What follows belongs to an exercise in optimizing a design on an open flow for small area; a production flow would make more cautious choices. Where RTL was checked, it was by simulation tests only, not by an equivalence proof against the original. Power is estimated from default activity; no workload was simulated.

==> fjord: inputs <==
==> flow/design.v <==
module transmitter (
   input  wire       clk,
   input  wire       rst,
   input  wire [7:0] data,
   output wire       load,
   output wire       tx
);
reg  [3:0]  phase;
reg  [12:0] cnt;
wire        wrap = cnt[1] & ~cnt[2] & ~cnt[3] & ~cnt[6] & cnt[7] & ~cnt[8] &
                   ~cnt[9] & cnt[10] & cnt[12];
assign load = wrap && phase == 4'd9;
always @(posedge clk) begin
   if (rst) begin
      phase <= 4'd9;
      cnt   <= 13'd7298;
   end else if (wrap) begin
      phase <= (phase == 4'd10) ? 4'd0 : phase + 4'd1;
      cnt   <= (phase == 4'd9) ? 13'd3649 : 13'd1513;
   end else
      cnt <= {cnt[11:0], cnt[12] ^ cnt[2]};
end
reg t;
always @(*) begin
   case (phase)
      4'd0:    t = 1'b0;
      4'd1:    t = data[0];
      4'd2:    t = data[1];
      4'd3:    t = data[2];
      4'd4:    t = data[3];
      4'd5:    t = data[4];
      4'd6:    t = data[5];
      4'd7:    t = data[6];
      4'd8:    t = data[7];
      default: t = 1'b1;
   endcase
end
assign tx = t;
endmodule
module uart (
   input  wire       clk,
   input  wire       rst,
   input  wire [7:0] range0,
   input  wire [7:0] range1,
   output wire       tx
);
wire       load;
reg  [7:0] data;
reg        ch;
transmitter transmitter_inst (.clk(clk), .rst(rst), .data(data), .load(load), .tx(tx));
always @(posedge clk) begin
   if (rst)
      ch <= 1'b1;
   else if (load)
      ch <= ~ch;
   if (load)
      data <= ch ? range1 : range0;
end
endmodule
module rangesensor (
   input  wire        clk,
   input  wire        rst,
   input  wire        rx,
   input  wire [1:0]  echo,
   output wire        tx,
   output wire [1:0]  trigger,
   output wire [13:0] segments,
   output wire [7:0]  digit_num
);
wire [15:0] digits0, digits1;
wire [7:0]  range0, range1;
uart uart_inst (.clk(clk), .rst(rst), .range0(range0), .range1(range1), .tx(tx));
ranging_module ch0 (.clk(clk), .rst(rst), .echo(echo[0]), .trigger(trigger[0]),
                    .digits(digits0), .range(range0));
ranging_module ch1 (.clk(clk), .rst(rst), .echo(echo[1]), .trigger(trigger[1]),
                    .digits(digits1), .range(range1));
reg  [15:0] div;
wire        strob = ~div[0] & ~div[2] & div[4] & ~div[5] & div[6] & ~div[7] & ~div[8] &
                    ~div[9] & ~div[11] & ~div[12] & div[13] & div[14] & ~div[15];
reg  [1:0]  sel;    
always @(posedge clk) begin
   if (rst)
      div <= 16'd3853;
   else if (strob)
      div <= 16'd7706;
   else
      div <= {div[14:0], div[15] ^ div[6]};
   if (rst)
      sel <= 2'd3;
   else if (strob)
      sel <= sel + 2'd1;
end
wire [3:0] dn = {~(sel == 2'd3), ~(sel == 2'd2), ~(sel == 2'd1), ~(sel == 2'd0)};
assign digit_num = {dn, dn};
indicator ind0 (.clk(clk), .rst(rst), .sel(sel), .digits(digits0), .segments(segments[6:0]));
indicator ind1 (.clk(clk), .rst(rst), .sel(sel), .digits(digits1), .segments(segments[13:7]));
endmodule
module ranging_module (
   input  wire        clk,
   input  wire        rst,
   input  wire        echo,
   output wire        trigger,
   output wire [15:0] digits,
   output wire [7:0]  range
);
reg  [1:0]  state;
reg  [22:0] counter;
reg  [7:0]  pulse_width;
reg         prev_echo;
wire rise = echo & ~prev_echo;
wire fall = prev_echo & ~echo;
wire cz   = ~|counter;
wire c01  = ~|counter[22:1];
localparam [22:0] C_END = 23'd3125637;
wire cend = ~|(counter & ~C_END);
always @(posedge clk) begin
   if (rst)
      prev_echo <= 1'b0;
   else
      prev_echo <= echo;
   if (rst) begin
      state       <= 2'b00;
      counter     <= 23'd5000001;
      pulse_width <= 8'd0;
   end else begin
      if (!cz)
         counter <= counter - 1'b1;
      case (state)
         2'b00:
            if (cz) begin
               state   <= 2'b01;
               counter <= 23'd751;
            end
         2'b01:
            if (c01 && rise) begin
               state   <= 2'b10;
               counter <= 23'd8126245;
            end
         default: begin
            if (fall)
               pulse_width <= ~counter[16:9];
            if (fall || cend) begin
               state   <= 2'b00;
               counter <= 23'd5000001;
            end
         end
      endcase
   end
end
assign trigger = state[0] & ~cz;
assign range   = pulse_width;
reg [8:0] clock_reg2;
wire      cr_end = ~clock_reg2[0] & ~clock_reg2[1] & ~clock_reg2[3] & clock_reg2[4] &
                   ~clock_reg2[5] & ~clock_reg2[7];
reg [3:0] cnt1, cnt2, cnt3, cnt4;
reg [3:0] digit1_reg, digit2_reg, digit3_reg, digit4_reg;
always @(posedge clk) begin
   if (rst) begin
      clock_reg2 <= 9'd1;
      cnt1 <= 4'd0;
      cnt2 <= 4'd0;
      cnt3 <= 4'd0;
      cnt4 <= 4'd0;
      digit1_reg <= 4'd0;
      digit2_reg <= 4'd0;
      digit3_reg <= 4'd0;
      digit4_reg <= 4'd0;
   end else begin
      clock_reg2 <= {clock_reg2[7:0], clock_reg2[8] ^ clock_reg2[1]};
      if (rise) begin
         clock_reg2 <= 9'd1;
         cnt1 <= 4'd0;
         cnt2 <= 4'd0;
         cnt3 <= 4'd0;
         cnt4 <= 4'd0;
      end
      if (cr_end) begin
         clock_reg2 <= 9'd1;
         if (cnt1 != 4'd9)
            cnt1 <= cnt1 + 4'd1;
         else if (cnt2 != 4'd9) begin
            cnt1 <= 4'd0;
            cnt2 <= cnt2 + 4'd1;
         end else if (cnt3 != 4'd9) begin
            cnt2 <= 4'd0;
            cnt3 <= cnt3 + 4'd1;
         end else begin
            cnt3 <= 4'd0;
            cnt4 <= cnt4 + 4'd1;
         end
      end
      if (fall) begin
         digit1_reg <= cnt1;
         digit2_reg <= cnt2;
         digit3_reg <= cnt3;
         digit4_reg <= cnt4;
      end
   end
end
assign digits = {digit4_reg, digit3_reg, digit2_reg, digit1_reg};
endmodule
module indicator (
   input  wire        clk,
   input  wire        rst,
   input  wire [1:0]  sel,
   input  wire [15:0] digits,
   output wire [6:0]  segments
);
reg [3:0] data;
reg [3:0] last;    
always @(posedge clk) begin
   if (rst)
      data <= 4'd6;
   else
      data <= digits[sel*4 +: 4];
   if (rst)
      last <= 4'd15;
   else if (data <= 4'd9)
      last <= data;
end
wire [9:0] v;    
assign v[0] = last == 4'd0;
assign v[1] = last == 4'd1;
assign v[2] = last == 4'd2;
assign v[3] = last == 4'd3;
assign v[4] = last == 4'd4;
assign v[5] = last == 4'd5;
assign v[6] = last == 4'd6;
assign v[7] = last == 4'd7;
assign v[8] = last == 4'd8;
assign v[9] = last == 4'd9;
assign segments[0] = v[0] | v[2] | v[3] | v[5] | v[6] | v[7] | v[8] | v[9];
assign segments[1] = v[0] | v[1] | v[2] | v[3] | v[4] | v[7] | v[8] | v[9];
assign segments[2] = v[0] | v[1] | v[3] | v[4] | v[5] | v[6] | v[7] | v[8] | v[9];
assign segments[3] = v[0] | v[2] | v[3] | v[5] | v[6] | v[8] | v[9];
assign segments[4] = v[0] | v[2] | v[6] | v[8];
assign segments[5] = v[0] | v[4] | v[5] | v[6] | v[8] | v[9];
assign segments[6] = v[2] | v[3] | v[4] | v[5] | v[6] | v[8] | v[9];
endmodule
==> flow/run.sh <==
#!/bin/bash
# synth_recipe.tcl (not shown) runs the flow's synth.tcl, then flattens the netlist and writes it again
# the make line also repeats each setting of config.mk as NAME=value (left out here)
make -C /OpenROAD-flow-scripts/flow DESIGN_CONFIG=/design/flow/config.mk WORK_HOME=/design/flow/orfs CLKGATE_MAP_FILE= SYNTH_SCRIPT=/design/flow/synth_recipe.tcl finish
==> flow/config.mk <==
export PLATFORM = sky130hd
export DESIGN_NAME = rangesensor
export DESIGN_NICKNAME = rangesensor
export VERILOG_FILES = /design/flow/design.v
export SDC_FILE = /design/flow/constraint.sdc
export NUM_CORES = 4
export LEC_CHECK = 0
export CAP_MARGIN = 20
export CORE_MARGIN = 2
export CORE_UTILIZATION = 40
export CTS_BUF_LIST = sky130_fd_sc_hd__clkbuf_8
export CTS_CLUSTER_DIAMETER = 60
export CTS_CLUSTER_SIZE = 16
export SLEW_MARGIN = 20
==> flow/constraint.sdc <==
create_clock -name core_clock -period 20.0 [get_ports {clk}]
set_input_delay 4.0000 -clock core_clock [delete_from_list [all_inputs] [get_ports {clk}]]
set_output_delay 4.0000 -clock core_clock [all_outputs]
set_load 0.01 [all_outputs]
==> garnet: changes against fjord <==
--- a/flow/design.v
+++ b/flow/design.v
@@ -204,7 +204,7 @@
    input  wire        rst,
    input  wire [1:0]  sel,
    input  wire [15:0] digits,
-   output wire [6:0]  segments
+   output reg  [6:0]  segments
 );
 reg [3:0] data;
 reg [3:0] last;    
@@ -218,22 +218,19 @@
    else if (data <= 4'd9)
       last <= data;
 end
-wire [9:0] v;    
-assign v[0] = last == 4'd0;
-assign v[1] = last == 4'd1;
-assign v[2] = last == 4'd2;
-assign v[3] = last == 4'd3;
-assign v[4] = last == 4'd4;
-assign v[5] = last == 4'd5;
-assign v[6] = last == 4'd6;
-assign v[7] = last == 4'd7;
-assign v[8] = last == 4'd8;
-assign v[9] = last == 4'd9;
-assign segments[0] = v[0] | v[2] | v[3] | v[5] | v[6] | v[7] | v[8] | v[9];
-assign segments[1] = v[0] | v[1] | v[2] | v[3] | v[4] | v[7] | v[8] | v[9];
-assign segments[2] = v[0] | v[1] | v[3] | v[4] | v[5] | v[6] | v[7] | v[8] | v[9];
-assign segments[3] = v[0] | v[2] | v[3] | v[5] | v[6] | v[8] | v[9];
-assign segments[4] = v[0] | v[2] | v[6] | v[8];
-assign segments[5] = v[0] | v[4] | v[5] | v[6] | v[8] | v[9];
-assign segments[6] = v[2] | v[3] | v[4] | v[5] | v[6] | v[8] | v[9];
-endmodule
+always @(*) begin
+   case (last)
+      4'd0:    segments = 7'b0111111;
+      4'd1:    segments = 7'b0000110;
+      4'd2:    segments = 7'b1011011;
+      4'd3:    segments = 7'b1001111;
+      4'd4:    segments = 7'b1100110;
+      4'd5:    segments = 7'b1101101;
+      4'd6:    segments = 7'b1111101;
+      4'd7:    segments = 7'b0000111;
+      4'd8:    segments = 7'b1111111;
+      4'd9:    segments = 7'b1101111;
+      default: segments = 7'b0000000;
+   endcase
+end
+endmodule
- CTS_BUF_LIST: sky130_fd_sc_hd__clkbuf_8 -> not set
- CTS_CLUSTER_DIAMETER: 60 -> not set
- CTS_CLUSTER_SIZE: 16 -> not set
==> pepper: changes against fjord <==
==> flow/design.v (replaced) <==
module transmitter (
   input  wire       clk,
   input  wire       rst,
   input  wire [7:0] data,
   output wire       load,
   output wire       tx
);
reg  [3:0]  phase;
reg  [12:0] cnt;
wire        wrap = cnt[1] & ~cnt[2] & ~cnt[3] & ~cnt[6] & cnt[7] & ~cnt[8] &
                   ~cnt[9] & cnt[10] & cnt[12];
assign load = wrap && phase == 4'd9;
always @(posedge clk) begin
   if (rst) begin
      phase <= 4'd9;
      cnt   <= 13'd7298;
   end else if (wrap) begin
      phase <= (phase == 4'd10) ? 4'd0 : phase + 4'd1;
      cnt   <= (phase == 4'd9) ? 13'd3649 : 13'd1513;
   end else
      cnt <= {cnt[11:0], cnt[12] ^ cnt[2]};
end
reg t;
always @(*) begin
   case (phase)
      4'd0:    t = 1'b0;
      4'd1:    t = data[0];
      4'd2:    t = data[1];
      4'd3:    t = data[2];
      4'd4:    t = data[3];
      4'd5:    t = data[4];
      4'd6:    t = data[5];
      4'd7:    t = data[6];
      4'd8:    t = data[7];
      default: t = 1'b1;
   endcase
end
assign tx = t;
endmodule
module uart (
   input  wire       clk,
   input  wire       rst,
   input  wire [7:0] range0,
   input  wire [7:0] range1,
   output wire       tx
);
wire       load;
reg  [7:0] data;
reg        ch;
transmitter transmitter_inst (.clk(clk), .rst(rst), .data(data), .load(load), .tx(tx));
always @(posedge clk) begin
   if (rst)
      ch <= 1'b1;
   else if (load)
      ch <= ~ch;
   if (load)
      data <= ch ? range1 : range0;
end
endmodule
module rangesensor (
   input  wire        clk,
   input  wire        rst,
   input  wire        rx,
   input  wire [1:0]  echo,
   output wire        tx,
   output wire [1:0]  trigger,
   output wire [13:0] segments,
   output wire [7:0]  digit_num
);
wire [15:0] digits0, digits1;
wire [7:0]  range0, range1;
reg rst_d;    
always @(posedge clk)
   rst_d <= rst;
uart uart_inst (.clk(clk), .rst(rst), .range0(range0), .range1(range1), .tx(tx));
ranging_module ch0 (.clk(clk), .rst(rst), .rst_d(rst_d), .echo(echo[0]), .trigger(trigger[0]),
                    .digits(digits0), .range(range0));
ranging_module ch1 (.clk(clk), .rst(rst), .rst_d(rst_d), .echo(echo[1]), .trigger(trigger[1]),
                    .digits(digits1), .range(range1));
reg  [15:0] div;
wire        strob = ~div[0] & ~div[2] & div[4] & ~div[5] & div[6] & ~div[7] & ~div[8] &
                    ~div[9] & ~div[11] & ~div[12] & div[13] & div[14] & ~div[15];
reg  [1:0]  sel_d;                                        
wire [1:0]  sel = rst_d ? 2'd3 : sel_d + {1'b0, strob};  
always @(posedge clk) begin
   if (rst_d)
      div <= 16'd3853;
   else if (strob)
      div <= 16'd7706;
   else
      div <= {div[14:0], div[15] ^ div[6]};
   sel_d <= sel;
end
wire [3:0] dn = {~(sel == 2'd3), ~(sel == 2'd2), ~(sel == 2'd1), ~(sel == 2'd0)};
assign digit_num = {dn, dn};
indicator ind0 (.clk(clk), .rst(rst), .rst_d(rst_d), .sel(sel_d), .digits(digits0),
                .segments(segments[6:0]));
indicator ind1 (.clk(clk), .rst(rst), .rst_d(rst_d), .sel(sel_d), .digits(digits1),
                .segments(segments[13:7]));
endmodule
module ranging_module (
   input  wire        clk,
   input  wire        rst,
   input  wire        rst_d,
   input  wire        echo,
   output wire        trigger,
   output wire [15:0] digits,
   output wire [7:0]  range
);
reg  [1:0]  state;
reg  [22:0] counter;
reg  [7:0]  pulse_width;
reg         prev_echo;
reg         prev_echo2;
wire rise = echo & ~prev_echo;
wire fall = prev_echo & ~echo;
localparam [22:0] C_END = 23'd3125637;
wire term   = ~|(counter & ~C_END);
wire listen = state[0] & (state[1] | term);
always @(posedge clk) begin
   if (rst)
      prev_echo <= 1'b0;
   else
      prev_echo <= echo;
   if (rst) begin
      state       <= 2'b00;
      counter     <= C_END + 23'd5000001;
      pulse_width <= 8'd0;
   end else begin
      counter <= counter - 1'b1;
      if (listen && rise) begin
         state   <= 2'b10;
         counter <= C_END + 23'd5000608;
      end else case (state)
         2'b00:
            if (term) begin
               state   <= 2'b01;
               counter <= C_END + 23'd750;
            end
         2'b01:
            if (term)
               state <= 2'b11;
         2'b10: begin
            if (fall)
               pulse_width <= ~counter[16:9];
            if (fall || term) begin
               state   <= 2'b00;
               counter <= C_END + 23'd5000001;
            end
         end
         default: ;
      endcase
   end
end
assign trigger = (state == 2'b01);
assign range   = pulse_width;
always @(posedge clk)
   prev_echo2 <= prev_echo;
wire rise_d = prev_echo & ~prev_echo2;
wire fall_d = prev_echo2 & ~prev_echo;
wire clr    = rst_d | rise_d;
reg  [8:0] clock_reg2;
wire       cr_end = ~clock_reg2[0] & ~clock_reg2[1] & ~clock_reg2[3] & clock_reg2[4] &
                    ~clock_reg2[5] & ~clock_reg2[7];
reg  [3:0] cnt1, cnt2, cnt3, cnt4;
reg  [3:0] digit1_reg, digit2_reg, digit3_reg, digit4_reg;
wire n1 = cnt1[3] & cnt1[0];
wire n2 = cnt2[3] & cnt2[0];
wire n3 = cnt3[3] & cnt3[0];
wire inc1 = cr_end & ~n1;
wire inc2 = cr_end & n1 & ~n2;
wire inc3 = cr_end & n1 & n2 & ~n3;
wire inc4 = cr_end & n1 & n2 & n3;
always @(posedge clk) begin
   clock_reg2 <= (clr | cr_end) ? 9'd1 : {clock_reg2[7:0], clock_reg2[8] ^ clock_reg2[1]};
   cnt1 <= rst_d ? 4'd0 : inc1 ? cnt1 + 4'd1 : (inc2 | clr) ? 4'd0 : cnt1;
   cnt2 <= rst_d ? 4'd0 : inc2 ? cnt2 + 4'd1 : (inc3 | clr) ? 4'd0 : cnt2;
   cnt3 <= rst_d ? 4'd0 : inc3 ? cnt3 + 4'd1 : (inc4 | clr) ? 4'd0 : cnt3;
   cnt4 <= rst_d ? 4'd0 : inc4 ? cnt4 + 4'd1 : clr ? 4'd0 : cnt4;
   if (rst_d) begin
      digit1_reg <= 4'd0;
      digit2_reg <= 4'd0;
      digit3_reg <= 4'd0;
      digit4_reg <= 4'd0;
   end else if (fall_d) begin
      digit1_reg <= cnt1;
      digit2_reg <= cnt2;
      digit3_reg <= cnt3;
      digit4_reg <= cnt4;
   end
end
assign digits = {digit4_reg, digit3_reg, digit2_reg, digit1_reg};
endmodule
module indicator (
   input  wire        clk,
   input  wire        rst,
   input  wire        rst_d,
   input  wire [1:0]  sel,       
   input  wire [15:0] digits,    
   output wire [6:0]  segments
);
wire [3:0] data = rst_d ? 4'd6 : digits[sel*4 +: 4];
reg [3:0] last;    
always @(posedge clk) begin
   if (rst)
      last <= 4'd15;
   else if (data <= 4'd9)
      last <= data;
end
wire [9:0] v;    
assign v[0] = last == 4'd0;
assign v[1] = last == 4'd1;
assign v[2] = last == 4'd2;
assign v[3] = last == 4'd3;
assign v[4] = last == 4'd4;
assign v[5] = last == 4'd5;
assign v[6] = last == 4'd6;
assign v[7] = last == 4'd7;
assign v[8] = last == 4'd8;
assign v[9] = last == 4'd9;
assign segments[0] = v[0] | v[2] | v[3] | v[5] | v[6] | v[7] | v[8] | v[9];
assign segments[1] = v[0] | v[1] | v[2] | v[3] | v[4] | v[7] | v[8] | v[9];
assign segments[2] = v[0] | v[1] | v[3] | v[4] | v[5] | v[6] | v[7] | v[8] | v[9];
assign segments[3] = v[0] | v[2] | v[3] | v[5] | v[6] | v[8] | v[9];
assign segments[4] = v[0] | v[2] | v[6] | v[8];
assign segments[5] = v[0] | v[4] | v[5] | v[6] | v[8] | v[9];
assign segments[6] = v[2] | v[3] | v[4] | v[5] | v[6] | v[8] | v[9];
endmodule
==> summary of the runs <==
fjord completed without violations. garnet produced a clean layout. pepper completed with no timing, DRC or antenna violations.
Setup slack: garnet < pepper < fjord.
The highest global-route usage belongs to fjord, the lowest to pepper.
Against pepper, the flip-flop and latch count of garnet is higher by 19.
The lowest synthesized area belongs to pepper, the highest to garnet.
Combinational power, lowest first: pepper, fjord, garnet.
The highest first-iteration DRC count belongs to fjord, the lowest to pepper.
The lowest utilization belongs to fjord, the highest to garnet.
In pepper the clock power is lower than in garnet, by 49%.
==> figures <==
Measured slew at the worst slew-check pin: garnet 898.0 ps; pepper 972.8 ps; fjord 997.1 ps
Post-synthesis cell count: garnet 1114; pepper 993; fjord 1104
Number of synthesized register bits: garnet 224; pepper 205; fjord 210
Clock Power Share: garnet 0.480; pepper 0.345; fjord 0.329
Non-CTS inverters: garnet 33; pepper 14; fjord 24
Met2 Track Usage GR: garnet 0.2551; pepper 0.2528; fjord 0.2611
Overall routing resource usage: garnet 0.1516; pepper 0.1514; fjord 0.1566
Arithmetic-cell share of the synthesized area counting full adders, half adders and majority gates: garnet 0.04006; pepper 0.01550; fjord 0.02591
Outcome: garnet complete, no violations; pepper complete, no violations; fjord complete, no violations
Portion of total power attributed to sequential cells: garnet 0.467; pepper 0.596; fjord 0.601
Iteration count of the initial detailed-routing pass: garnet 6; pepper 5; fjord 5
Number of unique standard cell types used by synthesis: garnet 73; pepper 66; fjord 68
Number of nets in the finished design: garnet 1150; pepper 1001; fjord 1111
Hold WS: garnet 423.1 ps; pepper 415.5 ps; fjord 419.0 ps
Worst Reg-to-Reg Cells: garnet 7; pepper 5; fjord 11
Origin of the worst min-delay path: garnet div[1]$_SDFF_PP0_; pepper div[10]$_SDFF_PP1_; fjord div[10]$_SDFF_PP1_
Arrival @ worst endpoint: garnet 3540 ps; pepper 3440 ps; fjord 3180 ps
Function not checked in fjord and garnet: the RTL went through the layout flow alone.

## re-timing with driven ports
How much do the figures lean on ideal ports? The routed layouts below were timed once more, with nothing changed but the port constraints.
Step 1: set_driving_cell puts a clkbuf_16 on clk and a buf_2 on each other input, an assumption about the parent block.
Step 2 adds t to the input delays and takes it off the output delays; t is the mean of the earliest and latest rising clock arrival at the registers after step 1. Input paths then give back, and output paths get back, about the clock's delay inside the block.
Three values: no drivers, after step 1, after step 2; two values: the first two.
run | t, ns | setup WS [ns] | hold slack, ns | slew at the worst register clock pin (ns)
fjord | 0.540 | 12.821 / 12.781 / 13.322 | 0.419 / 0.419 / 0.419 | 0.10 / 0.10
garnet | 0.547 | 12.460 / 12.419 / 12.966 | 0.423 / 0.423 / 0.423 | 0.06 / 0.06
pepper | 0.555 | 12.555 / 12.512 / 13.067 | 0.416 / 0.416 / 0.416 | 0.11 / 0.11
After both steps setup and hold are still met in every run listed.
